What follows belongs to an exercise in optimizing a design on an open flow for small area, a short achievable clock period and few clock cycles per item; a production flow would make more cautious choices. RTL that was checked went through simulation tests only; none was proved equivalent to the original. No functional check of the RTL was part of runs 4 and 5. Power is estimated from default activity; no workload was simulated.

`flow/run.sh`:
```
#!/bin/bash
# Standard layout, with the smallest buffer on each input and output port,
# and timing repair aimed at a setup slack well beyond the required 0.
set -euo pipefail
export BUFFER_PORTS_ARGS="-buffer_cell sky130_fd_sc_hd__buf_1"
export SETUP_SLACK_MARGIN=7.3
bash standard.sh > standard_make.log 2>&1
```
`standard.sh`:
```
#!/bin/bash
# synth_recipe.tcl (not shown) runs the flow's synth.tcl, then flattens the netlist and writes it again
# the make line also repeats each setting of config.mk as NAME=value (left out here)
make -C /OpenROAD-flow-scripts/flow DESIGN_CONFIG=/design/flow/config.mk WORK_HOME=/design/flow/orfs CLKGATE_MAP_FILE= SYNTH_SCRIPT=/design/flow/synth_recipe.tcl "${@:-finish}"
```
`config.mk`:
```
export PLATFORM = sky130hd
export DESIGN_NAME = SQRT
export DESIGN_NICKNAME = SQRT
export VERILOG_FILES = /design/flow/design.v
export SDC_FILE = /design/flow/constraint.sdc
export NUM_CORES = 4
export LEC_CHECK = 0
export CAP_MARGIN = 20
export CORE_MARGIN = 2
export CORE_UTILIZATION = 60
export SLEW_MARGIN = 20
```
`constraint.sdc`:
```
create_clock -name core_clock -period 10.0 [get_ports {CLK}]
set_input_delay 2.0000 -clock core_clock [delete_from_list [all_inputs] [get_ports {CLK}]]
set_output_delay 2.0000 -clock core_clock [all_outputs]
set_load 0.01 [all_outputs]
```
`design.v`:
```
module SQRT(
	RST,
	CLK,
	IN_VALID,
	IN,
	OUT_VALID,
	OUT
);
input CLK;
input RST;
input [15:0] IN;
input IN_VALID;
output [11:0] OUT;
output OUT_VALID;
reg OUT_VALID;
reg [3:0] k;        
reg [13:0] G;       
reg [2:0] L;        
reg [12:0] B;       
reg formP;          
wire idle = (k == 4'd15);
wire last = (k == 4'd0);
wire cin = formP | (|L);
wire [14:0] sum = {1'b0, G} + {2'b01, ~B} + {14'd0, cin};
wire acc = sum[14];
wire xbit = L[2] ^ ~(L[1] | L[0]);   
wire inbit = (formP | acc) ? xbit : L[2];
wire [13:0] rem = acc ? sum[13:0] : G;
wire big = (&IN[15:4]) & (|IN[3:0]);
always @(posedge CLK) begin
	if (idle) begin
		G <= big ? 14'd0 : {1'b0, IN[15:3]};
		L <= big ? 3'd0 : IN[2:0];
		formP <= 1'b0;
	end else begin
		formP <= formP | acc;
		G <= {rem[12:0], inbit};
		L <= {L[1:0], 1'b0};
	end
end
integer i;
always @(posedge CLK) begin
	for (i = 0; i < 13; i = i + 1) begin
		if (idle)
			B[i] <= (i < 11);
		else if (k == i - 1)
			B[i] <= acc;
		else if (k == i + 1)
			B[i] <= 1'b0;
	end
end
assign OUT = B[12:1];
always @(posedge CLK) begin
	if (RST)
		k <= 4'd15;
	else if (IN_VALID)
		k <= 4'd11;
	else if (!idle)
		k <= k - 4'd1;
end
always @(posedge CLK) begin
	if (RST)
		OUT_VALID <= 1'b0;
	else
		OUT_VALID <= last;
end
endmodule
```
==> results of run 1 <==
-- area by class of cell --
type | count | area [sq um]
multi-input combinational | 192 | 1410
inverter | 23 | 86.3
tap | 48 | 60.1
fill | 266 | 793
clock buffer | 5 | 68.8
timing repair buffer | 52 | 434
clock inverter | 3 | 42.5
sequential | 36 | 743
-- layout by cell type (no fill, tap or decap), types with 10 or more instances in the layout --
| cell | instances |
|---|---|
| buf_4 | 19 |
| ha_1 | 17 |
| xnor2_1 | 10 |
| dfxtp_1 | 22 |
| nand2_1 | 28 |
| dfxtp_2 | 12 |
| inv_1 | 22 |
| buf_6 | 18 |
| nor2_1 | 13 |
| mux2i_1 | 10 |
| o21ai_0 | 18 |
-- synth_stat cells (2+ instances only) --
cell type / number
buf_4: 12
a211oi_1: 3
nand4_1: 6
o22ai_1: 4
nor2b_1: 2
o211ai_1: 7
ha_1: 17
mux2i_1: 10
o21ai_0: 26
nor3_1: 4
nand3_1: 2
o31ai_1: 2
nand2_1: 32
a21o_1: 2
and2_1: 2
o21bai_1: 3
dfxtp_1: 36
nand2b_1: 3
xnor2_1: 10
clkbuf_1: 6
inv_1: 23
nor2_1: 14
o221ai_1: 4
nor4_1: 2
a22o_1: 5
a21oi_2: 2
a21oi_1: 10
fa_1: 2
xor2_1: 2
-- per-stage QoR --
step | util, % | hold slack, ps | setup slack, ps | total power, mW | cell area (sq um)
finish | 78.2 | 472 | 7070 | 0.684 | 2840
global route | 78.2 | 490 | 7040 | 0.728 | 2840
CTS | 74.1 | 488 | 7150 | 0.649 | 2690
detailed placement | 63.2 | 479 | 6460 | 0.472 | 2300
global placement | 63.2 | 473 | 6480 | 0.469 | 2300
floorplan | - | 450 | 7050 | 0.427 | 2250
-- cells by family (layout without fill, tap and decap cells) --
kind of cell | after synthesis | count (layout) | synth area share [%]
xor+xnor | 12 | 12 | 4.70
mux | 10 | 10 | 4.48
flops | 36 | 36 | 32.3
fa+ha+maj | 19 | 19 | 11.3
compound gates | 75 | 75 | 21.8
simple gates | 75 | 76 | 15.8
buf+inv | 43 | 83 | 9.63
-- what timing repair did --
action / in CTS / in global routing
gates cloned: 1 / 0
resized for setup: 50 / 34
endpoints found under the setup margin: 41 / 42
buffers inserted: 15 / 6
pin swaps: 7 / 20
-- layer usage --
layer | wire length [um] | vias to the layer above | share of wire, % | global-route usage, %
li1 | - | 1020 | - | -
met1 | 2550 | 978 | 43 | 37.4
met2 | 2970 | 60 | 50 | 47.3
met3 | 276 | 12 | 4.7 | 4.86
met4 | 117 | 0 | 2.0 | 10.7
met5 | 0 | - | 0 | 0
-- sequential cells by signal, indices dropped and copies added (netlist names) --
signal and cells:
k 4, L 3, G 14, OUT_VALID 1, B 13, formP 1
-- final timing paths --
path / from / endpoint / slack (ps) / depth (start not counted)
max: IN[14] / G[0] / 7070 / 6
min: L[1] / L[2] / 470 / 1
max reg2reg: L[2] / G[7] / 7270 / 13
min reg2reg: L[1] / L[2] / 470 / 1
-- power by group --
| part | internal, mW | switching (mW) | total (mW) |
|---|---|---|---|
| Combinational | 0.166 | 0.193 | 0.359 |
| Clock | 0.0737 | 0.0546 | 0.128 |
| Sequential | 0.176 | 0.0202 | 0.196 |
==> run summary, run 1 <==
status timing/DRC/antenna clean; Final Hold Viols 0; Mapped Avg Cell Area 8.28 sq um; Seq/Total Area, Yosys 32.3%; Setup violations, final 0; Synth-to-Final Area Change 27.1%; DIE AREA approximately 4200 sq um; Worst Tran Pin Value roughly 850 ps; Crit path buffers/inverters 2; top cell type's share of synthesized area 32.3%; Req. time, crit path 10180 ps; Pre-antenna DRT Iters 4; grt ovf 0; Num CTS Buffers 5; vias after detailed routing 2070; Lkg Pwr approximately 1.3 nW; clock root buffer clkbuf_8; routed wire length between 5000 and 6000 um; Die Span Y 65.0 um; asr flop ratio synth 0%; Fmax 0.342 GHz; Crit. End Element register; unique cell type count in the Yosys netlist 46; post-synth top area cell dfxtp_1; Clock transition at path regs 70 ps; Syn Std Cell Area 2230 sq um; CTS tree done; Max FO, Critical Path 8; setup TNS 0 ps; Syn Nets ~300; Synth area leaders dfxtp_1 (32%), ha_1 (9.5%), o21ai_0 (5.8%), nand2_1 (5.4%), mux2i_1 (4.5%); Crit-path slowest cell nor4_4; CP max stage delay 300 ps; CP cell instances buf_1 -> nand4_1 -> nor4_4 -> buf_4 -> nor2_4 -> a22o_1; Tcrit/Tclk final 29.3%; critical path launch point type input pin; routability cong. 0.862; Slew Viols, Final 0; max-cap violation count 0; Via-to-Cell Ratio 5.77; clk buf depth 2; Power Density between 200 and 250 nW/um^2; Worst-Skew Late Latency about 300 ps; synthesized flop and latch total 36; diodes inserted 0; ANT nets after route 0; initial antenna violation count 0; Detailed Place HPWL roughly 3800 um; Placed Cells 329; Initial Utilization 61.5%; vias in the first global route 1945; share of layout cells above drive strength 1 28.6%; total clock sinks 36; ys flop type dfxtp_1; relative slew slack a little over two fifths; row cnt 22; Ys Warns 1; core area between 3000 and 4000 sq um; Max VDD drop 0.000139 V; global-route usage over all layers 28.6%; # DRC 0; WS Path Type input pin to register; Post-Syn Instances 270; EDFF count, synth 0; largest net degree at the start of global routing 21; RSZ-0062 raised after global routing yes; nets approximately 350; cts hold-fix bufs 0; min Tclk post-route a little under 3000 ps; Chip Width 65.0 um; H-tree Lvls 2; I/O Buffers 31; DR WL/cell 16.5 um; first-pass GRT wire length 9190 um; clock skew 6.54 ps; Crit path max-delay family simple AND/OR/NAND/NOR gates; critical path arrival 3110 ps; I/O pins 32; 1st-iter DRT viols 166; Tightest Hold Check Type register to register; Post-Layout Cell Count 359
Testbench counts, summed over its fixed seeds: cycles 41,608, items 3,200.
==> run 2: changes to the inputs <==
--- a/config.mk
+++ b/config.mk
@@ -8,4 +8,5 @@
 export CAP_MARGIN = 20
 export CORE_MARGIN = 2
 export CORE_UTILIZATION = 60
+export CTS_BUF_LIST = sky130_fd_sc_hd__clkbuf_4
 export SLEW_MARGIN = 20
==> run 2 against run 1 <==
  * Still clean on timing, DRC and antenna
  * Register-to-register slack improved by 110 ps
  * Routed wire length shrank 1.9%
  * Worst hold slack better by 7.1 ps
  * Clock power down 18%
  * Flip-flop and latch count stayed put
  * Fmax increased by 2.5%
  * Non-clock buffer count decreased by 5
  * Critical path depth decreased by 5
  * Highest routed layer unchanged
  * Clock skew up 6.9 ps
  * Die area is the same
  * Power is 4.8% lower
  * Count of clock-buffer cells in the layout stayed put
==> run summary, run 2 <==
global-route usage over all layers 27.7% (was 28.6%); clock skew 13.5 ps (was 6.54 ps); setup TNS 0 ps (unchanged); Max FO, Critical Path 2 (was 8); # DRC 0 (unchanged); nets 343 (was 348); DIE AREA 4230 sq um (unchanged); critical path launch point type register (was input pin); H-tree Lvls 2 (unchanged); commonest non-fill, non-tap cells in the layout nand2_1 (31), dfxtp_1 (23), inv_1 (23) (was nand2_1 (28), dfxtp_1 (22), inv_1 (22)); Tcrit/Tclk final 28.6% (was 29.3%); Crit-path slowest cell dfxtp_2 (was nor4_4); synthesized flop and latch total 36 (unchanged); Crit path buffers/inverters 1 (was 2); NetSw 0.260 mW (was 0.268 mW); Slew Viols, Final 0 (unchanged); commonest cells in the netlist dfxtp_1 (36), nand2_1 (32), o21ai_0 (26), inv_1 (23), ha_1 (17) (unchanged); 1st-iter DRT viols 158 (was 166); max-cap violation count 0 (unchanged); Seq/Total Area, Yosys 32.3% (unchanged); combinational share of power 53.7% (was 52.5%); Post-Layout Cell Count 354 (was 359); post-synth top area cell dfxtp_1 (unchanged); Lkg Pwr 1.24 nW (was 1.28 nW); Via-to-Cell Ratio 5.78 (was 5.77); Post-Syn Instances 270 (unchanged); Largest regs G: 14 flops, B: 13 flops, k: 4 flops (unchanged); first-pass GRT wire length 8980 um (was 9190 um); Tightest Hold Check Type register to register (unchanged); initial antenna violation count 0 (unchanged); Int Pwr 0.391 mW (was 0.416 mW); Largest register FFs 14 (unchanged); unique cell type count in the Yosys netlist 46 (unchanged); routability cong. 0.862 (unchanged); WS Path Type register to output port (was input pin to register); Die Span Y 65.0 um (unchanged); grt ovf 0 (unchanged); Synth-to-Final Area Change 24.0% (was 27.1%); total clock sinks 36 (unchanged); vias after detailed routing 2045 (was 2070); Pre-antenna DRT Iters 4 (unchanged); Num CTS Buffers 5 (unchanged); routed wire length 5800 um (was 5910 um); clk buf depth 2 (unchanged); top cell type's share of synthesized area 32.3% (unchanged); critical path arrival 860 ps (was 3110 ps); Fmax 0.350 GHz (was 0.342 GHz); Worst-Skew Late Latency 370 ps (was 300 ps); clock network fraction of total power 16.2% (was 18.8%); share of layout cells above drive strength 1 26.1% (was 28.6%); Initial Utilization 61.5% (unchanged); FF+latch area 742 sq um (was 743 sq um); CP max stage delay 380 ps (was 300 ps); Final Hold Viols 0 (unchanged); Ys Warns 1 (unchanged); diodes inserted 0 (unchanged); Max VDD drop 0.000133 V (was 0.000139 V); sequential power share 30.1% (was 28.7%); Sw Ratio 39.9% (was 39.2%); core area 3630 sq um (unchanged); Fillers 272 (was 266); Setup violations, final 0 (unchanged); asr flop ratio synth 0% (unchanged); row cnt 22 (unchanged); Crit path max-delay family flip-flops (was simple AND/OR/NAND/NOR gates); Chip Width 65.0 um (unchanged); register with the most flip-flops G (unchanged); commonest non-fill, non-tap cell in the layout nand2_1 (unchanged); ANT nets after route 0 (unchanged); Syn Nets 308 (unchanged); Worst Tran Pin Value 846 ps (was 849 ps); Mapped Avg Cell Area 8.28 sq um (unchanged); vias in the first global route 1967 (was 1945); RSZ-0062 raised after global routing yes (unchanged); Clock transition at path regs 120 ps (was 70 ps); clock root buffer clkbuf_4 (was clkbuf_8); Power Density 235 nW/um^2 (was 241 nW/um^2); EDFF count, synth 0 (unchanged); CTS tree done (unchanged); Placed Cells 329 (unchanged); largest net degree at the start of global routing 21 (unchanged); ys flop type dfxtp_1 (unchanged); CP cell instances buf_6 (was buf_1 -> nand4_1 -> nor4_4 -> buf_4 -> nor2_4 -> a22o_1); Multi-input gate area 1390 sq um (was 1410 sq um); relative slew slack 43.5% (was 43.2%); Req. time, crit path 8000 ps (was 10180 ps); status timing/DRC/antenna clean (unchanged); Synth area leaders dfxtp_1 (32%), ha_1 (9.5%), o21ai_0 (5.8%), nand2_1 (5.4%), mux2i_1 (4.5%) (unchanged); min Tclk post-route 2860 ps (was 2930 ps); DR WL/cell 16.4 um (was 16.5 um); I/O Buffers 31 (unchanged); Syn Std Cell Area 2230 sq um (unchanged); Crit. End Element output port (was register); Detailed Place HPWL 3760 um (unchanged); most frequent cell after synthesis dfxtp_1 (unchanged); I/O pins 32 (unchanged)
==> run 2: cell types whose count changed in the layout (fill, tap and decap cells not counted), moves of 2 or more <==
cell	before	now
clkbuf_4	0	5
clkbuf_8	5	0
buf_4	19	15
buf_6	18	22
nand2_1	28	31
buf_1	9	7
mux2i_1	10	8
mux2i_2	0	2
nand2_2	4	2
==> run 2: cell type report <==
| class | instances | area share, % |
|---|---|---|
| Sequential cell | 36 | 26.8 |
| Multi-Input combinational cell | 192 | 50.0 |
| Clock buffer | 5 | 1.35 |
| Clock inverter | 3 | 1.53 |
| Tap cell | 48 | 2.17 |
| Inverter | 23 | 3.12 |
| Timing Repair Buffer | 47 | 15.0 |
==> run 2: power by group through the flow <==
stage	sequential [mW]	clock, mW	combinational (mW)
3_5_place_dp	0.198	0	0.274
3_3_place_gp	0.198	0	0.271
2_1_floorplan	0.192	0	0.235
5_1_grt	0.200	0.112	0.381
4_1_cts	0.195	0.105	0.322
6_report	0.196	0.105	0.350
==> run 2: cells by family after synthesis <==
logic type	count (synthesis)	share of synthesized area, %
adder cells (fa/ha/maj)	19	11.3
XOR/XNOR	12	4.70
AND/OR/NAND/NOR	75	15.8
AO/OA/AOI/OAI	75	21.8
flip-flops	36	32.3
buffers and inverters	43	9.63
multiplexers	10	4.48
==> run 2: path summary, 6_finish.rpt <==
kind / from / endpoint / slack (ps) / depth (start not counted)
worst max-delay path: B[6] / OUT[5] / 7140 / 1
worst min-delay path: L[1] / L[2] / 480 / 1
worst max register to register: L[0] / G[6] / 7380 / 13
worst min register to register: L[1] / L[2] / 480 / 1
==> run 2: what timing repair did <==
item                       in CTS  in global routing
gates cloned                    1                  0
setup endpoints to repair      41                 42
buffers inserted               14                  2
hold buffers                    0                  0
pin swaps                       4                 14
hold endpoints to repair        0                  0
resized for setup              44                 38
==> run 2: metrics by stage <==
stage          util (%)  total power [mW]  hold slack, ps  setup WS, ps  area (sq um)
2_1_floorplan         -             0.427             450          7050          2250
3_3_place_gp       63.2             0.469             473          6480          2300
3_5_place_dp       63.2             0.472             479          6460          2300
4_1_cts            72.5             0.622             498          7150          2630
5_1_grt            76.3             0.694             501          7110          2770
6_report           76.3             0.651             479          7140          2770
==> run 2: layer usage <==
metal	global-route usage, %	vias to the layer above	share of wire, %
met1	36.0	969	43
met4	10.4	0	2.6
met5	0	-	0
met3	6.42	15	5.2
met2	44.8	49	50
li1	-	1012	-
==> run 3: changes to the inputs <==
==> flow/run.sh (replaced) <==
#!/bin/bash
# Standard layout, with the smallest buffer on each input and output port,
# and timing repair aimed at a setup slack well beyond the required 0.
set -euo pipefail
export BUFFER_PORTS_ARGS="-buffer_cell sky130_fd_sc_hd__buf_1"
export SETUP_SLACK_MARGIN=6.8
bash standard.sh > standard_make.log 2>&1
--- a/config.mk
+++ b/config.mk
@@ -8,5 +8,4 @@
 export CAP_MARGIN = 20
 export CORE_MARGIN = 2
 export CORE_UTILIZATION = 60
-export CTS_BUF_LIST = sky130_fd_sc_hd__clkbuf_4
 export SLEW_MARGIN = 20
==> run 3 against run 2 <==
  * Still clean
  * First-iteration DRC count decreased by 54%
  * Register-to-register slack got worse by 230 ps
  * Flip-flop and latch count did not move
  * Power shrank 9.6%
  * Core utilization decreased by 11 points
  * Via count decreased by 8.4%
  * Final cell count is 4.8% lower
  * Die area did not move
  * Cell area is 14% lower
  * Combinational power fell by 17%
  * Clock power is 5% lower
  * Area after synthesis unchanged
  * Largest power group unchanged
==> run summary, run 3 <==
Worst Setup SP IN[13] (was B[6]); nets 327 (was 343); Multi-input gate area 1300 sq um (was 1390 sq um); Synth area leaders dfxtp_1 (32%), ha_1 (9.5%), o21ai_0 (5.8%), nand2_1 (5.4%), mux2i_1 (4.5%) (unchanged); DR WL/cell 14.3 um (was 16.4 um); register with the most flip-flops G (unchanged); # DRC 0 (unchanged); Tcrit/Tclk final 29.2% (was 28.6%); commonest cells in the netlist dfxtp_1 (36), nand2_1 (32), o21ai_0 (26), inv_1 (23), ha_1 (17) (unchanged); Fillers 340 (was 272); min Tclk post-route 2920 ps (was 2860 ps); Largest register FFs 14 (unchanged); clock skew 4.31 ps (was 13.5 ps); Reg2Reg Depth 13 (unchanged); Tightest Hold Check Type register to register (unchanged); Post-Syn Instances 270 (unchanged); Crit. End Element register (was output port); CP endpoint G[2] (was OUT[5]); Num CTS Buffers 5 (unchanged); Die Span Y 65.0 um (unchanged); unique cell type count in the Yosys netlist 46 (unchanged); critical path arrival 3100 ps (was 860 ps); vias in the first global route 1833 (was 1967); post-place setup slack 6530 ps (was 6460 ps); R2R Path Start L[1] (was L[0]); I/O pins 32 (unchanged); row cnt 22 (unchanged); diodes inserted 0 (unchanged); Pre-antenna DRT Iters 5 (was 4); Req. time, crit path 10180 ps (was 8000 ps); ANT nets after route 0 (unchanged); Synth-to-Final Area Change 6.61% (was 24.0%); Worst-Skew Late Latency 290 ps (was 370 ps); clock root buffer clkbuf_8 (was clkbuf_4); status timing/DRC/antenna clean (unchanged); R2R setup slack 7150 ps (was 7380 ps); RSZ-0062 raised after global routing no (was yes); global-route usage over all layers 25.6% (was 27.7%); Seq/Total Area, Yosys 32.3% (unchanged); most frequent cell after synthesis dfxtp_1 (unchanged); post-synth top area cell dfxtp_1 (unchanged); ys flop type dfxtp_1 (unchanged); Setup violations, final 0 (unchanged); Syn Nets 308 (unchanged); grt ovf 0 (unchanged); share of layout cells above drive strength 1 5.19% (was 26.1%); Ys Warns 1 (unchanged); 1st-iter DRT viols 73 (was 158); Clock transition at path regs 70 ps (was 120 ps); Largest regs G: 14 flops, B: 13 flops, k: 4 flops (unchanged); EDFF count, synth 0 (unchanged); total clock sinks 36 (unchanged); synthesized flop and latch total 36 (unchanged); max-cap violation count 0 (unchanged); relative slew slack 53.7% (was 43.5%); Worst Tran Pin Value 693 ps (was 846 ps); FF+latch area 721 sq um (was 742 sq um); WS Path Type input pin to register (was register to output port); Detailed Place HPWL 3740 um (was 3760 um); Max VDD drop 0.000106 V (was 0.000133 V); CTS tree done (unchanged); Lkg Pwr 1.05 nW (was 1.24 nW); critical path launch point type input pin (was register); Via-to-Cell Ratio 5.56 (was 5.78); Post-Layout Cell Count 337 (was 354); FF-to-FF End G[2] (was G[6]); Mapped Avg Cell Area 8.28 sq um (unchanged); post-route cell area 2380 sq um (was 2770 sq um); Placed Cells 329 (unchanged); Power Density 247 nW/um^2 (was 235 nW/um^2); clk buf depth 2 (unchanged); Syn Std Cell Area 2230 sq um (unchanged); I/O Buffers 31 (unchanged); H-tree Lvls 2 (unchanged); Fmax 0.343 GHz (was 0.350 GHz); top cell type's share of synthesized area 32.3% (unchanged); post-place instance area 2280 sq um (was 2300 sq um); initial antenna violation count 0 (unchanged); routability cong. 0.824 (was 0.862); Initial Utilization 61.5% (unchanged); asr flop ratio synth 0% (unchanged); setup TNS 0 ps (unchanged); Chip Width 65.0 um (unchanged); DIE AREA 4230 sq um (unchanged); commonest non-fill, non-tap cell in the layout dfxtp_1 (was nand2_1); largest net degree at the start of global routing 20 (was 21); commonest non-fill, non-tap cells in the layout dfxtp_1 (36), nand2_1 (32), buf_1 (31) (was nand2_1 (31), dfxtp_1 (23), inv_1 (23)); core area 3630 sq um (unchanged); first-pass GRT wire length 8270 um (was 8980 um); routed wire length 4840 um (was 5800 um); Final Hold Viols 0 (unchanged); Slew Viols, Final 0 (unchanged); Max FO, Critical Path 16 (was 2); Power, Total 0.589 mW (was 0.651 mW); vias after detailed routing 1874 (was 2045); setup ws final 7080 ps (was 7140 ps)
-- run 3: cell types whose count changed in the layout (fill, tap and decap cells not counted), sizes merged --
cell      delta
clkinvlp     -1
bufinv       -1
clkbuf       +1
buf         -15
nor2         -1
-- run 3: stage by stage --
stage | utilization [%] | hold slack (ps)
4_1_cts | 64.9 | 485
6_report | 65.6 | 487
5_1_grt | 65.6 | 517
3_5_place_dp | 62.8 | 468
3_3_place_gp | 62.8 | 474
2_1_floorplan | - | 450
-- run 3: logic make-up after synthesis --
family / Yosys count / synth area share [%]
AO/OA/AOI/OAI: 75 / 21.8
AND/OR/NAND/NOR: 75 / 15.8
buffers and inverters: 43 / 9.63
flip-flops: 36 / 32.3
adder cells (fa/ha/maj): 19 / 11.3
XOR/XNOR: 12 / 4.70
multiplexers: 10 / 4.48
-- run 3: worst min path at each step --
stage	end	start	slack (ps)	depth (start not counted)
after floorplan	L[2]	L[1]	450	1
after global placement	L[2]	L[1]	470	1
after detailed placement	L[2]	L[1]	470	1
after CTS	L[2]	L[1]	480	1
after global routing	L[1]	L[0]	520	1
final	L[2]	L[1]	490	1
-- run 3: per-layer routing --
layer	vias to the layer above	share of wire, %	global-route usage, %
li1	975	-	-
met1	856	50	34.4
met2	37	44	40.5
met3	6	4.1	5.90
met4	0	1.1	8.85
met5	-	0	0
-- run 3: area by class of cell --
cell class | count | area share [%]
sequential | 36 | 30.3
clock inverter | 1 | 0.210
multi-input combinational | 191 | 54.6
clock buffer | 6 | 3.05
inverter | 23 | 3.62
tap | 48 | 2.52
timing repair buffer | 32 | 5.72
-- run 3: where the power goes --
group          internal [mW]  switching [mW]  leakage (nW)
Combinational          0.130           0.161         0.716
Clock                 0.0474          0.0519        0.0410
Sequential             0.176          0.0225         0.298
-- run 3: critical path, cell delays in order --
cell and delay, ps:
buf_1 100, nand4_1 140, nor4_1 350, nor2_2 200, a22o_1 300
-- run 3: what timing repair did --
item / in CTS / in global routing
buffers inserted: 0 / 1
gates resized for setup: 0 / 1
hold buffers: 0 / 0
setup endpoints to repair: 0 / 26
==> run 4: changes to the inputs <==
--- a/design.v
+++ b/design.v
@@ -17,6 +17,7 @@
 reg [13:0] G;       
 reg [2:0] L;        
 reg [12:0] B;       
+reg flag;           
 reg formP;          
 wire idle = (k == 4'd15);
 wire last = (k == 4'd0);
@@ -26,11 +27,13 @@
 wire xbit = L[2] ^ ~(L[1] | L[0]);   
 wire inbit = (formP | acc) ? xbit : L[2];
 wire [13:0] rem = acc ? sum[13:0] : G;
-wire big = (&IN[15:4]) & (|IN[3:0]);
+wire first = (k == 4'd11);
+wire big = first ? (&G[12:1]) & (G[0] | (|L)) : flag;
 always @(posedge CLK) begin
+	flag <= big;
 	if (idle) begin
-		G <= big ? 14'd0 : {1'b0, IN[15:3]};
-		L <= big ? 3'd0 : IN[2:0];
+		G <= {1'b0, IN[15:3]};
+		L <= IN[2:0];
 		formP <= 1'b0;
 	end else begin
 		formP <= formP | acc;
@@ -44,7 +47,7 @@
 		if (idle)
 			B[i] <= (i < 11);
 		else if (k == i - 1)
-			B[i] <= acc;
+			B[i] <= acc & ~big;
 		else if (k == i + 1)
 			B[i] <= 1'b0;
 	end
==> flow/run.sh (replaced) <==
#!/bin/bash
# Standard layout, with the smallest buffer on each input and output port,
# and timing repair aimed at a setup slack well beyond the required 0.
set -euo pipefail
export BUFFER_PORTS_ARGS="-buffer_cell sky130_fd_sc_hd__buf_1"
export SETUP_SLACK_MARGIN=7.1
bash standard.sh > standard_make.log 2>&1
==> run 4 against run 3 <==
  * Area after synthesis increased by 11%
  * Cell area up 10%
  * Setup slack improved by 58 ps
  * Critical path type is now register to output port
  * Largest power group unchanged
  * Highest routed layer unchanged
==> run summary, run 4 <==
initial antenna violation count 0 (unchanged); asr flop ratio synth 0% (unchanged); Hold Crit Start L[0] (was L[1]); CP cell instances buf_1 (was buf_1 -> nand4_1 -> nor4_1 -> nor2_2 -> a22o_1); global-route usage over all layers 26.7% (was 25.6%); Power Density 235 nW/um^2 (was 247 nW/um^2); Initial Utilization 62.3% (was 61.5%); Req. time, crit path 8000 ps (was 10180 ps); Final Core Density 66.2% (was 65.6%); Chip Width 68.2 um (was 65.0 um); Syn Nets 367 (was 308); H-tree Lvls 2 (unchanged); Max VDD drop 0.000128 V (was 0.000106 V); FF-to-FF End G[11] (was G[2]); R2R setup slack 7250 ps (was 7150 ps); routed wire length 5780 um (was 4840 um); R2R Path Start L[1] (unchanged); diodes inserted 0 (unchanged); 1st-iter DRT viols 185 (was 73); Seq/Total Area, Yosys 29.9% (was 32.3%); # DRC 0 (unchanged); clock skew 4.05 ps (was 4.31 ps); critical path arrival 860 ps (was 3100 ps); I/O pins 32 (unchanged); min Tclk post-route 2860 ps (was 2920 ps); clk buf depth 2 (unchanged); Lkg Pwr 1.18 nW (was 1.05 nW); setup TNS 0 ps (unchanged); cts hold-fix bufs 0 (unchanged); Num CTS Buffers 5 (unchanged); Post-Synth Simple-Gate Area 19.9% (was 15.8%); Fmax 0.350 GHz (was 0.343 GHz); row cnt 23 (was 22); post-synth top area cell dfxtp_1 (unchanged); vias after detailed routing 2281 (was 1874); Synth-to-Final Area Change 6.22% (was 6.61%); Crit-path slowest cell dfxtp_1 (was nor4_1); Crit path max-delay family flip-flops (was simple AND/OR/NAND/NOR gates); xor-xnor portion of the synthesized cell area 3.19% (was 4.70%); Multi-input gate area 1510 sq um (was 1300 sq um); I/O Buffers 31 (unchanged); FF+latch area 742 sq um (was 721 sq um); depth of the worst hold-timing path 2 (was 1); commonest non-fill, non-tap cell in the layout nand2_1 (was dfxtp_1); EDFF count, synth 0 (unchanged); Syn Std Cell Area 2470 sq um (was 2230 sq um); share of layout cells above drive strength 1 5.92% (was 5.19%); Power, Total 0.619 mW (was 0.589 mW); register with the most flip-flops G (unchanged); clock root buffer clkbuf_8 (unchanged); total clock sinks 37 (was 36); adder-cell area share of the yosys netlist 10.7% (was 11.3%); Worst Tran Pin Value 866 ps (was 693 ps); core area 3970 sq um (was 3630 sq um); Synth area leaders dfxtp_1 (30%), ha_1 (9.1%), o21ai_0 (7.5%), nand2_1 (6.4%), a21oi_1 (3.6%) (was dfxtp_1 (32%), ha_1 (9.5%), o21ai_0 (5.8%), nand2_1 (5.4%), mux2i_1 (4.5%)); Fillers 378 (was 340); Crit. End Element output port (was register); largest family of logic cells by synthesized area compound AO/OA/AOI/OAI gates (unchanged); first-pass GRT wire length 9240 um (was 8270 um); CP max stage delay 390 ps (was 350 ps); Clock transition at path regs 70 ps (about the same); ys flop type dfxtp_1 (unchanged); routability cong. 0.917 (was 0.824); most frequent cell after synthesis nand2_1 (was dfxtp_1); ANT nets after route 0 (unchanged); Die Span Y 68.2 um (was 65.0 um); Via-to-Cell Ratio 5.88 (was 5.56); WS Path Type register to output port (was input pin to register); Tightest Hold Check Type register to register (unchanged); status timing/DRC/antenna clean (unchanged); mux share of post-synthesis cell area 2.07% (was 4.48%); synthesized flop and latch total 37 (was 36); grt ovf 0 (unchanged); Crit path buffers/inverters 1 (unchanged); commonest cells in the netlist nand2_1 (42), dfxtp_1 (37), o21ai_0 (37), nor2_1 (24), inv_1 (20) (was dfxtp_1 (36), nand2_1 (32), o21ai_0 (26), inv_1 (23), ha_1 (17)); Mapped Avg Cell Area 7.55 sq um (was 8.28 sq um); Setup violations, final 0 (unchanged); Detailed Place HPWL 4220 um (was 3740 um); Pre-antenna DRT Iters 4 (was 5); nets 376 (was 327); relative slew slack 42.1% (was 53.7%); end of the worst hold path L[1] (was L[2]); commonest non-fill, non-tap cells in the layout nand2_1 (42), dfxtp_1 (36), o21ai_0 (36) (was dfxtp_1 (36), nand2_1 (32), buf_1 (31)); RSZ-0062 raised after global routing yes (was no); DR WL/cell 14.9 um (was 14.3 um); Tcrit/Tclk final 28.6% (was 29.2%); Post-Syn Instances 328 (was 270); Worst-Skew Late Latency 290 ps (about the same); critical path launch point type register (was input pin); unique cell type count in the Yosys netlist 41 (was 46); max-cap violation count 0 (unchanged); CTS tree done (unchanged); Largest regs G: 14 flops, B: 13 flops, k: 4 flops (unchanged); DIE AREA 4650 sq um (was 4230 sq um); vias in the first global route 2021 (was 1833); Largest register FFs 14 (unchanged); Max FO, Critical Path 4 (was 16); top cell type's share of synthesized area 29.9% (was 32.3%); largest net degree at the start of global routing 29 (was 20); Slew Viols, Final 0 (unchanged); Ys Warns 1 (unchanged); Reg2Reg Depth 12 (was 13); Compound-Gate Fraction of Synth Area 24.3% (was 21.8%); Final Hold Viols 0 (unchanged)
## run 4: area by class of cell
| class | instances | area share [%] |
|---|---|---|
| multi-input combinational | 239 | 57.4 |
| inverter | 20 | 2.86 |
| timing repair buffer | 34 | 5.28 |
| clock buffer | 7 | 3.66 |
| tap | 50 | 2.38 |
| clock inverter | 1 | 0.190 |
| sequential | 37 | 28.2 |
## run 4: cell families (layout without fill, tap and decap cells)
family	count (synthesis)	count (layout)
adder cells (fa/ha/maj)	20	20
AND/OR/NAND/NOR	107	107
buffers and inverters	52	62
XOR/XNOR	9	9
multiplexers	5	5
AO/OA/AOI/OAI	98	98
flip-flops	37	37
## run 4: worst max path at each step
stage / from / endpoint / slack, ps / depth (start not counted)
after floorplan: L[1] / B[2] / 7350 / 12
after global placement: L[1] / G[7] / 7110 / 11
after detailed placement: L[1] / G[7] / 7050 / 11
after CTS: B[1] / OUT[0] / 7110 / 1
after global routing: L[1] / G[11] / 7100 / 12
final: B[3] / OUT[2] / 7140 / 1
## run 4: metal layers
metal | up-vias | track usage (%) | wire [um]
met4 | 0 | 7.75 | 76
li1 | 1156 | - | -
met3 | 8 | 5.59 | 293
met1 | 1046 | 36.5 | 2750
met5 | - | 0 | 0
met2 | 71 | 42.2 | 2670
## run 4: repair_timing
action,4_1_cts,5_1_grt
buffers inserted,1,0
setup endpoints to repair,13,28
resized for setup,1,8
pin swaps,1,1
## run 4: stage by stage
stage | setup slack (ps) | hold slack (ps) | cell area (sq um) | std cells
final | 7140 | 443 | 2630 | 388
after global routing | 7100 | 484 | 2630 | 388
after CTS | 7110 | 445 | 2610 | 388
after detailed placement | 7050 | 434 | 2500 | 379
after global placement | 7110 | 439 | 2500 | 379
after floorplan | 7350 | 422 | 2470 | 328
## run 4: power by group
part / total, mW / switching (mW) / internal (mW)
Combinational: 0.290 / 0.171 / 0.119
Sequential: 0.213 / 0.0329 / 0.180
Clock: 0.115 / 0.0530 / 0.0623
==> run 5: changes to the inputs <==
==> design.v (replaced) <==
module SQRT(
	RST,
	CLK,
	IN_VALID,
	IN,
	OUT_VALID,
	OUT
);
input CLK;
input RST;
input [15:0] IN;
input IN_VALID;
output [11:0] OUT;
output OUT_VALID;
reg OUT_VALID;
reg [3:0] k;        
reg [13:0] G;       
reg [1:0] L;        
reg [11:0] Y;       
wire idle = (k == 4'd15);
wire last = (k == 4'd0);
reg [11:0] mask;
integer i;
always @(*) begin
	for (i = 0; i < 12; i = i + 1)
		mask[i] = (i < k);
end
wire [13:0] B = {1'b0, Y, 1'b0} | {2'b00, mask};
wire formP = |Y[10:0];                   
wire cin = formP | (|L);
wire [14:0] sum = {1'b0, G} + {1'b0, ~B} + {14'd0, cin};
wire acc = sum[14];
wire xbit = L[1] ^ ~L[0];           
wire inbit = (formP | acc) ? xbit : L[1];
wire [13:0] rem = acc ? sum[13:0] : G;
wire big = (&IN[15:4]) & (|IN[3:0]);
wire top = ~big & (IN[15] | IN[14] | ((&IN[13:3]) & (|IN[2:0])));
wire [13:0] G0 = IN[15:2] - (top ? 14'd4094 : 14'd0);
always @(posedge CLK) begin
	if (IN_VALID) begin
		G <= big ? 14'd0 : G0;
		L <= big ? 2'd0 : IN[1:0];
	end else begin
		G <= {rem[12:0], inbit};
		L <= {L[0], 1'b0};
	end
end
always @(posedge CLK) begin
	for (i = 0; i < 11; i = i + 1) begin
		if (IN_VALID)
			Y[i] <= 1'b0;
		else if (k == i)
			Y[i] <= acc;
	end
	if (IN_VALID)
		Y[11] <= top;
end
assign OUT = Y;
always @(posedge CLK) begin
	if (RST)
		k <= 4'd15;
	else if (IN_VALID)
		k <= 4'd10;
	else if (!idle)
		k <= k - 4'd1;
end
always @(posedge CLK) begin
	if (RST)
		OUT_VALID <= 1'b0;
	else
		OUT_VALID <= last;
end
endmodule
==> run.sh (new file) <==
#!/bin/bash
# synth_recipe.tcl (not shown) runs the flow's synth.tcl, then flattens the netlist and writes it again
# the make line also repeats each setting of config.mk as NAME=value (left out here)
make -C /OpenROAD-flow-scripts/flow DESIGN_CONFIG=/design/flow/config.mk WORK_HOME=/design/flow/orfs CLKGATE_MAP_FILE= SYNTH_SCRIPT=/design/flow/synth_recipe.tcl finish
--- a/config.mk
+++ b/config.mk
@@ -7,5 +7,5 @@
 export LEC_CHECK = 0
 export CAP_MARGIN = 20
 export CORE_MARGIN = 2
-export CORE_UTILIZATION = 60
+export CORE_UTILIZATION = 40
 export SLEW_MARGIN = 20
removed: flow/run.sh
removed: standard.sh
==> run 5 against run 4 <==
  * Via count grew 6.7%
  * Highest routed layer unchanged
  * Sequential power shrank about 20%
  * Die area grew 55%
  * Cell area grew 16%
  * Largest power group unchanged
  * Clock skew grew 4.7 ps
==> run summary, run 5 <==
status timing/DRC/antenna clean (unchanged); vias after detailed routing 2434 (was 2281); routability cong. 0.843 (was 0.917); Initial Utilization 41.2% (was 62.3%); clock root buffer clkbuf_8 (unchanged); EDFF count, synth 1 (was 0); critical path arrival 5370 ps (was 860 ps); Power Density 155 nW/um^2 (was 235 nW/um^2); share of layout cells above drive strength 1 2.87% (was 5.92%); Ys Warns 1 (unchanged); postcts setup bufs 0 (was 1); clock network fraction of total power 21.8% (was 18.6%); Die Span Y 84.9 um (was 68.2 um); Syn Nets 371 (was 367); Clock transition at path regs 70 ps (about the same); routed wire length 6390 um (was 5780 um); Tightest Hold Check Type register to register (unchanged); first-pass GRT wire length 11100 um (was 9240 um); I/O Buffers 31 (unchanged); Req. time, crit path 10200 ps (was 8000 ps); grt ovf 0 (unchanged); end of the worst hold path L[1] (unchanged); initial antenna violation count 0 (unchanged); Synth-to-Final Area Change 17.0% (was 6.22%); Post-Syn Instances 319 (was 328); Largest register FFs 14 (unchanged); core area 6350 sq um (was 3970 sq um); Largest regs G: 14 flops, Y: 12 flops, k: 4 flops (was G: 14 flops, B: 13 flops, k: 4 flops); max-cap violation count 0 (unchanged); Detailed Place HPWL 4930 um (was 4220 um); Crit. End Element register (was output port); relative slew slack 52.6% (was 42.1%); synthesized flop and latch total 33 (was 37); ys flop type dfxtp_1 (unchanged); Sw Ratio 36.9% (was 41.6%); Fmax 0.194 GHz (was 0.350 GHz); FF-to-FF End G[12] (was G[11]); FF+latch area 671 sq um (was 742 sq um); Reg2Reg Depth 10 (was 12); Max FO, Critical Path 13 (was 4); unique cell type count in the Yosys netlist 45 (was 41); R2R setup slack 6090 ps (was 7250 ps); Num CTS Buffers 5 (unchanged); commonest cells in the netlist a21oi_1 (32), dfxtp_1 (32), ha_1 (30), nand2_1 (26), nor2_1 (26) (was nand2_1 (42), dfxtp_1 (37), o21ai_0 (37), nor2_1 (24), inv_1 (20)); Hold Crit Start L[0] (unchanged); DIE AREA 7210 sq um (was 4650 sq um); vias in the first global route 2339 (was 2021); critical path launch point type input pin (was register); nets 399 (was 376); setup TNS 0 ps (unchanged); Max VDD drop 0.000112 V (was 0.000128 V); Synth area leaders dfxtp_1 (24%), ha_1 (14%), a21oi_1 (6.1%), xnor2_1 (4.3%), nand2_1 (3.7%) (was dfxtp_1 (30%), ha_1 (9.1%), o21ai_0 (7.5%), nand2_1 (6.4%), a21oi_1 (3.6%)); NetSw 0.175 mW (was 0.257 mW); post_cts resized 0 (was 1); Final Core Density 48.2% (was 66.2%); ANT nets after route 0 (unchanged); Int Pwr 0.300 mW (was 0.361 mW); Via-to-Cell Ratio 5.73 (was 5.88); Multi-input gate area 1830 sq um (was 1510 sq um); R2R Path Start k[3] (was L[1]); Fillers 610 (was 378); Syn Std Cell Area 2620 sq um (was 2470 sq um); Worst Tran Pin Value 711 ps (was 866 ps); Chip Width 84.9 um (was 68.2 um); depth of the worst hold-timing path 2 (unchanged); # DRC 0 (unchanged); row cnt 29 (was 23); Final Hold Viols 0 (unchanged); diodes inserted 0 (unchanged); total clock sinks 33 (was 37); Lkg Pwr 1.32 nW (was 1.18 nW); Slew Viols, Final 0 (unchanged); 1st-iter DRT viols 198 (was 185); Tcrit/Tclk final 51.7% (was 28.6%); register with the most flip-flops G (unchanged); WS Path Type input pin to register (was register to output port); post-synth top area cell dfxtp_1 (unchanged); asr flop ratio synth 0% (unchanged); Worst-Skew Late Latency 280 ps (was 290 ps); RSZ-0062 raised after global routing no (was yes); CTS tree done (unchanged); H-tree Lvls 2 (unchanged); min Tclk post-route 5170 ps (was 2860 ps); clock skew 8.72 ps (was 4.05 ps); I/O pins 32 (unchanged); cts hold-fix bufs 0 (unchanged); largest net degree at the start of global routing 34 (was 29); Mapped Avg Cell Area 8.21 sq um (was 7.55 sq um); combinational share of power 42.3% (was 46.9%); clk buf depth 2 (unchanged); Seq/Total Area, Yosys 25.6% (was 29.9%); global-route usage over all layers 18.8% (was 26.7%); sequential power share 36.0% (was 34.4%); top cell type's share of synthesized area 24.5% (was 29.9%); Pre-antenna DRT Iters 4 (unchanged); DR WL/cell 15.0 um (was 14.9 um); Setup violations, final 0 (unchanged); commonest non-fill, non-tap cells in the layout dfxtp_1 (32), a21oi_1 (32), clkdlybuf4s50_1 (31) (was nand2_1 (42), dfxtp_1 (36), o21ai_0 (36))
==> run 5: layout make-up <==
type	count	area share (%)
flip-flops and latches	33	21.9
repair buffers	32	10.4
well taps	77	3.15
multi-input cells	260	59.8
inverters	15	1.84
clock buffers	8	2.94
==> run 5: layer usage <==
| layer | track usage, % | routed length [um] |
|---|---|---|
| met5 | 0 | 0 |
| met4 | 3.90 | 39 |
| met3 | 2.92 | 216 |
| met2 | 30.7 | 2930 |
| met1 | 26.4 | 3210 |
==> run 5: worst max-delay path by stage <==
stage,startpoint,endpoint,slack (ps),cells past startpoint
3_5_place_dp,IN[1],G[13],4560,15
5_1_grt,IN[1],G[13],4420,15
3_3_place_gp,IN[1],G[13],4650,15
4_1_cts,IN[1],G[13],4850,15
2_1_floorplan,IN[1],G[13],5330,14
6_report,IN[1],G[13],4830,15
==> run 5: kinds of logic after synthesis <==
group                      Yosys count  synth area share [%]
AOI/OAI and AO/OA                  103                  25.6
and+or+nand+nor                     94                  17.3
adders and majority gates           33                  16.6
DFF                                 33                  25.6
buffers and inverters               26                  4.45
xor gates and xnor gates            22                  7.36
muxes                                8                  3.06
==> run 5: power by group through the flow <==
stage,sequential [mW],combinational (mW),clock [mW]
floorplan,0.168,0.164,0
global placement,0.174,0.198,0
detailed placement,0.174,0.201,0
CTS,0.171,0.202,0.107
global route,0.174,0.227,0.113
finish,0.171,0.201,0.103
==> run 5: worst max-delay path: stages <==
cell	delay (ps)
clkdlybuf4s50_1	420
or3_1	410
o2111ai_1	300
nand2_1	370
inv_1	170
ha_1	170
inv_1	50
fa_1	420
a211oi_1	280
o21ai_0	150
nand2_1	130
or3_1	110
o211ai_1	80
xor2_1	150
o22ai_1	150
==> run 5: per-stage QoR <==
stage | hold WS (ps) | worst slack [ps] | power [mW] | instance area (sq um) | cells
floorplan | 457 | 5330 | 0.332 | 2620 | 319
finish | 513 | 4830 | 0.475 | 3060 | 425
CTS | 515 | 4850 | 0.480 | 3060 | 425
global placement | 499 | 4650 | 0.372 | 2970 | 417
global route | 553 | 4420 | 0.514 | 3060 | 425
detailed placement | 501 | 4560 | 0.375 | 2970 | 417
==> run 6: changes to the inputs <==
==> design.v (replaced) <==
module SQRT(
	RST,
	CLK,
	IN_VALID,
	IN,
	OUT_VALID,
	OUT
);
input CLK;
input RST;
input [15:0] IN;
input IN_VALID;
output [11:0] OUT;
output OUT_VALID;
reg OUT_VALID;
reg [3:0] k;        
reg [13:0] G;       
reg [2:0] L;        
reg [12:0] B;       
reg formP;          
wire idle = (k == 4'd15);
wire last = (k == 4'd0);
wire cin = formP | (|L);
wire [14:0] sum = {1'b0, G} + {2'b01, ~B} + {14'd0, cin};
wire acc = sum[14];
wire xbit = L[2] ^ ~(L[1] | L[0]);   
wire inbit = (formP | acc) ? xbit : L[2];
wire [13:0] rem = acc ? sum[13:0] : G;
wire big = (&IN[15:4]) & (|IN[3:0]);
always @(posedge CLK) begin
	if (idle) begin
		G <= big ? 14'd0 : {1'b0, IN[15:3]};
		L <= big ? 3'd0 : IN[2:0];
		formP <= 1'b0;
	end else begin
		formP <= formP | acc;
		G <= {rem[12:0], inbit};
		L <= {L[1:0], 1'b0};
	end
end
integer i;
always @(posedge CLK) begin
	for (i = 0; i < 13; i = i + 1) begin
		if (idle)
			B[i] <= (i < 11);
		else if (k == i - 1)
			B[i] <= acc;
		else if (k == i + 1)
			B[i] <= 1'b0;
	end
end
assign OUT = B[12:1];
always @(posedge CLK) begin
	if (RST)
		k <= 4'd15;
	else if (IN_VALID)
		k <= 4'd11;
	else if (!idle)
		k <= k - 4'd1;
end
always @(posedge CLK) begin
	if (RST)
		OUT_VALID <= 1'b0;
	else
		OUT_VALID <= last;
end
endmodule
==> flow/run.sh (new file) <==
#!/bin/bash
# Standard layout, except:
# - ABC maps the logic with flow/area.abc (area-oriented) instead of the speed script;
#   everything else in synthesis is the standard script (synth_recipe.tcl), so the
#   registers and their names are the standard synthesis's;
# - the smallest buffer on each input and output port;
# - timing repair aimed at a setup slack well beyond the required 0.
set -euo pipefail
W=$PWD
export BUFFER_PORTS_ARGS="-buffer_cell sky130_fd_sc_hd__buf_1"
export SETUP_SLACK_MARGIN=6.8
export MY_ABC_SCRIPT=$W/flow/area.abc
export FLOW_SYNTH_TCL=$W/synth_recipe.tcl
sed "s#SYNTH_SCRIPT=[^ ]*#SYNTH_SCRIPT=$W/flow/my_synth.tcl#" standard.sh > my_standard.sh
grep -q "SYNTH_SCRIPT=$W/flow/my_synth.tcl" my_standard.sh
bash my_standard.sh > standard_make.log 2>&1
==> flow/area.abc (new file) <==
strash
dch
map -a
topo
==> flow/my_synth.tcl (new file) <==
# The standard synthesis, with its ABC mapping script replaced by the one in MY_ABC_SCRIPT.
proc abc {args} {
  set i [lsearch -exact $args -script]
  if { $i >= 0 && [info exists ::env(MY_ABC_SCRIPT)] } {
    set args [lreplace $args [expr {$i + 1}] [expr {$i + 1}] $::env(MY_ABC_SCRIPT)]
  }
  yosys abc {*}$args
}
source $::env(FLOW_SYNTH_TCL)
==> standard.sh (new file) <==
#!/bin/bash
# synth_recipe.tcl (not shown) runs the flow's synth.tcl, then flattens the netlist and writes it again
# the make line also repeats each setting of config.mk as NAME=value (left out here)
make -C /OpenROAD-flow-scripts/flow DESIGN_CONFIG=/design/flow/config.mk WORK_HOME=/design/flow/orfs CLKGATE_MAP_FILE= SYNTH_SCRIPT=/design/flow/synth_recipe.tcl "${@:-finish}"
--- a/config.mk
+++ b/config.mk
@@ -7,5 +7,5 @@
 export LEC_CHECK = 0
 export CAP_MARGIN = 20
 export CORE_MARGIN = 2
-export CORE_UTILIZATION = 40
+export CORE_UTILIZATION = 60
 export SLEW_MARGIN = 20
removed: run.sh
==> run 6 against run 5 <==
  * Register-to-register slack gained 1000 ps
  * Routed wire length is 24% lower
  * Synthesized cell count fell by 9.7%
  * Clock power down 31%
  * Core utilization is 20 points higher
  * Non-clock buffer count rose by 2
==> run summary, run 6 <==
status timing/DRC/antenna clean (unchanged); max-cap violation count 0 (unchanged); Num CTS Buffers 5 (unchanged); unique cell type count in the Yosys netlist 27 (was 45); ANT nets after route 0 (unchanged); H-tree Lvls 2 (unchanged); EDFF count, synth 0 (was 1); row cnt 21 (was 29); clock skew 10.3 ps (was 8.72 ps); synthesized flop and latch total 36 (was 33); post-place setup slack 6910 ps (was 4560 ps); Crit path max-delay family flip-flops (was simple AND/OR/NAND/NOR gates); Req. time, crit path 8000 ps (was 10200 ps); Largest regs G: 14 flops, B: 13 flops, k: 4 flops (was G: 14 flops, Y: 12 flops, k: 4 flops); Syn Std Cell Area 2160 sq um (was 2620 sq um); Pre-antenna DRT Iters 4 (unchanged); Detailed Place HPWL 3770 um (was 4930 um); Post-Syn Instances 288 (was 319); min Tclk post-route 2940 ps (was 5170 ps); total clock sinks 36 (was 33); Sw Ratio 41.6% (was 36.9%); Synth-to-Final Area Change 7.71% (was 17.0%); grt met1 use 33.1% (was 26.4%); vias in the first global route 1840 (was 2339); critical path launch point type register (was input pin); post-place instance area 2280 sq um (was 2970 sq um); end of the worst hold path L[1] (unchanged); Largest register FFs 14 (unchanged); Die Span Y 64.0 um (was 84.9 um); Final Hold Viols 0 (unchanged); clock network fraction of total power 15.3% (was 21.8%); post-synth top area cell dfxtp_1 (unchanged); setup TNS 0 ps (unchanged); Syn Nets 326 (was 371); Worst Tran Pin Value 472 ps (was 711 ps); I/O Buffers 31 (unchanged); first-pass GRT wire length 8410 um (was 11100 um); most frequent cell after synthesis clkinv_1; Post-Layout Cell Count 363 (was 425); combinational share of power 43.7% (was 42.3%); Mapped Avg Cell Area 7.49 sq um (was 8.21 sq um); NetSw 0.194 mW (was 0.175 mW); critical path arrival 940 ps (was 5370 ps); Worst-Skew Late Latency 340 ps (was 280 ps); Setup violations, final 0 (unchanged); 1st-iter DRT viols 107 (was 198); diodes inserted 0 (unchanged); postcts setup bufs 0 (unchanged); top cell type's share of synthesized area 33.4% (was 24.5%); WS Path Type register to output port (was input pin to register); Reg2Reg Depth 15 (was 10); routability cong. 0.904 (was 0.843); initial antenna violation count 0 (unchanged); Ys Warns 1 (unchanged); Placed Cells 356 (was 417); global-route usage over all layers 26.7% (was 18.8%); RSZ-0062 raised after global routing no (unchanged); Tightest Hold Check Type register to register (unchanged); Int Pwr 0.272 mW (was 0.300 mW); Clock transition at path regs 100 ps (was 70 ps); Crit-path slowest cell dfxtp_1 (was clkdlybuf4s50_1); Max VDD drop 0.000106 V (was 0.000112 V); grt met3 use 5.28% (was 2.92%); Crit path buffers/inverters 1 (was 3); Slew Viols, Final 0 (unchanged); commonest non-fill, non-tap cell in the layout clkinv_1; core area 3390 sq um (was 6350 sq um); CP max stage delay 430 ps (was 420 ps); clock root buffer clkbuf_4 (was clkbuf_8); Initial Utilization 63.6% (was 41.2%); CP cell instances buf_1 (was clkdlybuf4s50_1 -> or3_1 -> o2111ai_1 -> nand2_1 -> inv_1 -> ha_1 -> inv_1 -> fa_1 -> a211oi_1 -> o21ai_0 -> nand2_1 -> or3_1 -> o211ai_1 -> xor2_1 -> o22ai_1); relative slew slack 68.3% (was 52.6%); ys flop type dfxtp_1 (unchanged); Seq/Total Area, Yosys 33.4% (was 25.6%); Synth area leaders dfxtp_1 (33%), clkinv_1 (9.9%), ha_1 (9.9%), o21ai_0 (5.3%), nand2_1 (5.0%) (was dfxtp_1 (24%), ha_1 (14%), a21oi_1 (6.1%), xnor2_1 (4.3%), nand2_1 (3.7%)); clk buf depth 2 (unchanged); Crit. End Element output port (was register); Hold Crit Start L[0] (unchanged); R2R Path Start L[2] (was k[3]); CTS tree done (unchanged); post-route cell area 2320 sq um (was 3060 sq um); Fmax 0.340 GHz (was 0.194 GHz); Power Density 201 nW/um^2 (was 155 nW/um^2); DIE AREA 4090 sq um (was 7210 sq um); Max FO, Critical Path 4 (was 13); Chip Width 64.0 um (was 84.9 um); DR WL/cell 13.4 um (was 15.0 um); grt ovf 0 (unchanged); commonest cells in the netlist clkinv_1 (57), dfxtp_1 (36), nand2_1 (29), o21ai_0 (23) (was a21oi_1 (32), dfxtp_1 (32), ha_1 (30), nand2_1 (26), nor2_1 (26)); Via-to-Cell Ratio 5.46 (was 5.73); I/O pins 32 (unchanged); largest net degree at the start of global routing 22 (was 34); setup ws final 7060 ps (was 4830 ps); nets 355 (was 399); sequential power share 41.0% (was 36.0%); Tcrit/Tclk final 29.4% (was 51.7%); share of layout cells above drive strength 1 3.79% (was 2.87%); met2 usage 46.9% (was 30.7%); Lkg Pwr 0.881 nW (was 1.32 nW); # DRC 0 (unchanged); depth of the worst hold-timing path 2 (unchanged); asr flop ratio synth 0% (unchanged); register with the most flip-flops G (unchanged); vias after detailed routing 1981 (was 2434); grt peak-use layer met2 (unchanged); commonest non-fill, non-tap cells in the layout clkinv_1 (56), dfxtp_1 (36), buf_1 (31) (was dfxtp_1 (32), a21oi_1 (32), clkdlybuf4s50_1 (31)); routed wire length 4860 um (was 6390 um); R2R setup slack 7110 ps (was 6090 ps); FF-to-FF End G[0] (was G[12])
-- run 6: cells by family (layout without fill, tap and decap cells) --
kind of cell	count (synthesis)	count (layout)	share of synthesized area, %
AOI/OAI and AO/OA	79	79	22.0
buffers and inverters	69	98	14.1
adders and majority gates	19	19	11.7
xor gates and xnor gates	9	9	3.65
DFF	36	36	33.4
and+or+nand+nor	76	76	15.1
-- run 6: layout make-up --
cell class	count	area, sq um
inverters	57	215
repair buffers	34	139
clock buffers	6	41.3
flip-flops and latches	36	721
clock inverters	1	5.00
well taps	46	57.6
fillers	322	1070
multi-input cells	183	1140
-- run 6: worst max-delay path by stage --
stage | depth (start not counted) | end | start
6_report | 1 | OUT[0] | B[1]
3_3_place_gp | 5 | G[11] | IN[14]
5_1_grt | 15 | G[0] | L[2]
4_1_cts | 15 | G[0] | L[2]
2_1_floorplan | 3 | G[11] | IN[11]
3_5_place_dp | 5 | G[1] | IN[15]
-- run 6: power groups by stage --
stage | registers (mW) | logic, mW | clock network (mW)
after floorplan | 0.187 | 0.155 | 0
after global placement | 0.195 | 0.200 | 0
after detailed placement | 0.196 | 0.202 | 0
after CTS | 0.192 | 0.203 | 0.0740
after global routing | 0.195 | 0.236 | 0.0803
final | 0.191 | 0.204 | 0.0715
-- run 6: repair_timing --
item,4_1_cts,5_1_grt
endpoints found under the setup margin,0,2
hold buffers,0,0
resized for setup,0,1
-- run 6: routing by layer --
metal,share of wire [%],wire (um)
met1,45,2210
met5,0,0
met4,1.1,55
met3,3.9,188
met2,50,2410
-- run 6: metrics by stage --
step           hold slack (ps)  total power, mW  util (%)
4_1_cts                    473            0.469      68.5
5_1_grt                    517            0.512      68.5
3_3_place_gp               437            0.395      67.2
3_5_place_dp               455            0.398      67.2
2_1_floorplan              429            0.342         -
6_report                   471            0.467      68.5
Testbench counts of run 6, summed over its fixed seeds: cycles 41,608, items 3,200.
==> run 7: changes to the inputs <==
==> flow/area.abc (replaced) <==
strash
&get -n
&dch -f
&nf -R 1000
&put
topo
==> run 7 against run 6 <==
  * Die area fell by 2.7%
  * Global-route usage fell by 1.2 points
  * Fmax is 3.3% lower
  * Clock power rose by 64%
  * Register-to-register slack worse by 150 ps
  * Routed wire length rose by 2.6%
  * Critical path type is now register to register
  * Count of clock-buffer cells in the layout up 1
==> run summary, run 7 <==
Max FO, Critical Path 7 (was 4); top cell type's share of synthesized area 34.4% (was 33.4%); Setup violations, final 0 (unchanged); nets 334 (was 355); relative slew slack 42.6% (was 68.3%); synthesized flop and latch total 36 (unchanged); register with the most flip-flops G (unchanged); asr flop ratio synth 0% (unchanged); Synth-to-Final Area Change 14.3% (was 7.71%); Power Density 277 nW/um^2 (was 201 nW/um^2); # DRC 0 (unchanged); Detailed Place HPWL 3180 um (was 3770 um); critical path arrival 3310 ps (was 940 ps); largest net degree at the start of global routing 21 (was 22); Post-Syn Instances 261 (was 288); Largest regs G: 14 flops, B: 13 flops, k: 4 flops (unchanged); R2R setup slack 6960 ps (was 7110 ps); Final Hold Viols 0 (unchanged); Syn Nets 299 (was 326); Tcrit/Tclk final 30.4% (was 29.4%); grt met1 use 31.0% (was 33.1%); H-tree Lvls 2 (unchanged); CP cell instances clkinv_1 -> ha_1 -> nor2b_1 -> fa_1 -> fa_1 -> o21ai_2 -> nand3_1 -> nand2_1 -> nand2_1 -> and3_4 -> a21oi_4 -> buf_4 -> a21oi_1 -> a21o_1 (was buf_1); grt ovf 0 (unchanged); Worst Setup SP L[2] (was B[1]); commonest cells in the netlist nand2_1 (50), dfxtp_1 (36), o21ai_0 (28), a21oi_1 (22) (was clkinv_1 (57), dfxtp_1 (36), nand2_1 (29), o21ai_0 (23)); diodes inserted 0 (unchanged); Fillers 288 (was 322); setup ws final 6960 ps (was 7060 ps); Crit path buffers/inverters 2 (was 1); status timing/DRC/antenna clean (unchanged); 1st-iter DRT viols 127 (was 107); ANT nets after route 0 (unchanged); I/O Buffers 31 (unchanged); Chip Width 63.1 um (was 64.0 um); unique cell type count in the Yosys netlist 29 (was 27); Hold Crit Start B[0] (was L[0]); Seq/Total Area, Yosys 34.4% (was 33.4%); clock root buffer clkbuf_4 (unchanged); Max VDD drop 0.000143 V (was 0.000106 V); Largest register FFs 14 (unchanged); Worst-Skew Late Latency 360 ps (was 340 ps); CTS tree done (unchanged); Via-to-Cell Ratio 5.89 (was 5.46); commonest non-fill, non-tap cell in the layout nand2_1 (was clkinv_1); routed wire length 4990 um (was 4860 um); post-place setup slack 6450 ps (was 6910 ps); min Tclk post-route 3040 ps (was 2940 ps); commonest non-fill, non-tap cells in the layout nand2_1 (50), dfxtp_1 (36), buf_1 (31) (was clkinv_1 (56), dfxtp_1 (36), buf_1 (31)); routability cong. 0.877 (was 0.904); vias after detailed routing 2021 (was 1981); Slew Viols, Final 0 (unchanged); DR WL/cell 14.5 um (was 13.4 um); Crit. End Element register (was output port); global-route usage over all layers 25.5% (was 26.7%); share of layout cells above drive strength 1 7.41% (was 3.79%); total clock sinks 36 (unchanged); Num CTS Buffers 5 (unchanged); post-route cell area 2390 sq um (was 2320 sq um); vias in the first global route 1853 (was 1840); max-cap violation count 0 (unchanged); clock skew 10.2 ps (was 10.3 ps); Mapped Avg Cell Area 8.02 sq um (was 7.49 sq um); Die Span Y 63.1 um (was 64.0 um); R2R Path Start L[2] (unchanged); RSZ-0062 raised after global routing no (unchanged); CP max stage delay 440 ps (was 430 ps); post-place instance area 2190 sq um (was 2280 sq um); Ys Warns 1 (unchanged); grt met3 use 6.07% (was 5.28%); clk buf depth 2 (unchanged); first-pass GRT wire length 8000 um (was 8410 um); Initial Utilization 62.8% (was 63.6%); setup TNS 0 ps (unchanged); Tightest Hold Check Type register to register (unchanged); ys flop type dfxtp_1 (unchanged); Syn Std Cell Area 2090 sq um (was 2160 sq um); I/O pins 32 (unchanged); core area 3340 sq um (was 3390 sq um); Req. time, crit path 10270 ps (was 8000 ps); Pre-antenna DRT Iters 4 (unchanged); Fmax 0.329 GHz (was 0.340 GHz); Clock transition at path regs 110 ps (was 100 ps); EDFF count, synth 0 (unchanged); row cnt 21 (unchanged); met2 usage 43.0% (was 46.9%); post-synth top area cell dfxtp_1 (unchanged); DIE AREA 3980 sq um (was 4090 sq um); Worst Tran Pin Value 860 ps (was 472 ps); most frequent cell after synthesis nand2_1 (was clkinv_1); WS Path Type register to register (was register to output port); cts hold-fix bufs 0 (unchanged); critical path launch point type register (unchanged); Lkg Pwr 0.984 nW (was 0.881 nW); Synth area leaders dfxtp_1 (34%), ha_1 (10%), nand2_1 (9.0%), o21ai_0 (6.7%), a21oi_1 (5.3%) (was dfxtp_1 (33%), clkinv_1 (9.9%), ha_1 (9.9%), o21ai_0 (5.3%), nand2_1 (5.0%)); initial antenna violation count 0 (unchanged); Crit path max-delay family adder cells (was flip-flops); grt peak-use layer met2 (unchanged); Crit-path slowest cell fa_1 (was dfxtp_1)
-- run 7: changes by cell type in the layout (fill, tap and decap cells not counted), moves of 6 or more --
| cell | before | now |
|---|---|---|
| a21o_1 | 0 | 6 |
| nor2_1 | 19 | 8 |
| xnor2_1 | 2 | 10 |
| nand2_1 | 29 | 50 |
| nor3_1 | 12 | 1 |
| o22ai_1 | 12 | 0 |
| clkinv_1 | 56 | 17 |
| a32oi_1 | 0 | 6 |
-- run 7: worst reg2reg max path: stages (launching register included) --
cell      delay (ps)
dfxtp_1          340
clkinv_1          70
ha_1             190
nor2b_1          150
fa_1             400
fa_1             440
o21ai_2          190
nand3_1           90
nand2_1          140
nand2_1          110
and3_4           230
a21oi_4          220
buf_4            180
a21oi_1           60
a21o_1           150
-- run 7: through the flow --
stage / cells / hold WS, ps / total power [mW] / util [%]
5_1_grt: 343 / 532 / 0.705 / 71.8
3_3_place_gp: 326 / 472 / 0.444 / 65.6
2_1_floorplan: 261 / 448 / 0.394 / -
4_1_cts: 336 / 491 / 0.591 / 69.2
6_report: 343 / 493 / 0.663 / 71.8
3_5_place_dp: 326 / 472 / 0.450 / 65.6
-- run 7: path summary, 6_finish.rpt --
check,endpoint,cells past startpoint
worst max register to register,G[11],14
worst min register to register,B[0],2
worst max-delay path,G[11],14
worst min-delay path,B[0],2
-- run 7: metal layers --
| metal | wire length (um) | vias up |
|---|---|---|
| li1 | - | 999 |
| met1 | 2240 | 950 |
| met2 | 2430 | 63 |
| met3 | 239 | 9 |
| met4 | 80 | 0 |
| met5 | 0 | - |
-- run 7: logic make-up (layout without fill, tap and decap cells) --
kind of cell	after synthesis	in the layout	synth area share, %
AOI/OAI and AO/OA	80	83	23.1
xor gates and xnor gates	14	14	5.85
adders and majority gates	19	19	12.1
buffers and inverters	29	62	7.35
DFF	36	36	34.4
and+or+nand+nor	83	83	17.3
-- run 7: cell type report --
cell class,count,area (sq um),share of cell area [%]
repair buffers,37,161,6.74
clock buffers,7,65.1,2.72
well taps,46,57.6,2.40
flip-flops and latches,36,721,30.1
multi-input cells,199,1300,54.1
clock inverters,1,30.0,1.25
inverters,17,63.8,2.66
-- run 7: what timing repair did --
item | CTS | global route
buffers inserted | 0 | 6
cloned | 2 | 1
setup endpoints to repair | 27 | 30
gates resized for setup | 1 | 8
-- run 7: power by group --
part,leakage [nW],switching [mW],total (mW),internal [mW]
Combinational,0.634,0.208,0.346,0.139
Clock,0.0515,0.0504,0.117,0.0663
Sequential,0.298,0.0218,0.200,0.178
Total,0.984,0.280,0.663,0.383

-- static timing again, ports no longer ideal --
The flow's constraints put no driver on any port. The routed layouts listed below were extracted and timed again, unchanged, in two steps.
Step 1: set_driving_cell puts a clkbuf_16 on CLK and a buf_2 on each other input, an assumption about the parent block.
Step 2 times the ports against the registers' clock, not the clock port: input delays grow and output delays shrink by t, the midpoint of the rising clock arrivals with the driver on.
a / b / c = ideal / step 1 / step 2; a / b = the first two.
run | t, ns | setup WS [ns] | hold slack, ns | worst setup path after step 2
run 1 | 0.317 | 7.072 / 7.069 / 6.752 | 0.472 / 0.472 / 0.472 | input to register
run 2 | 0.383 | 7.143 / 7.122 / 6.775 | 0.479 / 0.479 / 0.479 | input to register
run 3 | 0.312 | 7.084 / 7.084 / 6.774 | 0.487 / 0.487 / 0.487 | input to register
run 4 | 0.316 | 7.142 / 7.115 / 7.248 | 0.443 / 0.443 / 0.443 | register to register
run 5 | 0.304 | 4.834 / 4.840 / 4.535 | 0.513 / 0.513 / 0.513 | input to register
run 6 | 0.358 | 7.058 / 7.034 / 6.901 | 0.471 / 0.471 / 0.471 | input to register
run 7 | 0.377 | 6.956 / 6.956 / 6.768 | 0.493 / 0.493 / 0.493 | input to register
After both steps every run listed still meets setup and hold. For run 2, which loses most, drivers alone change the setup slack by -0.021 ns; drivers and shift together by -0.368 ns.
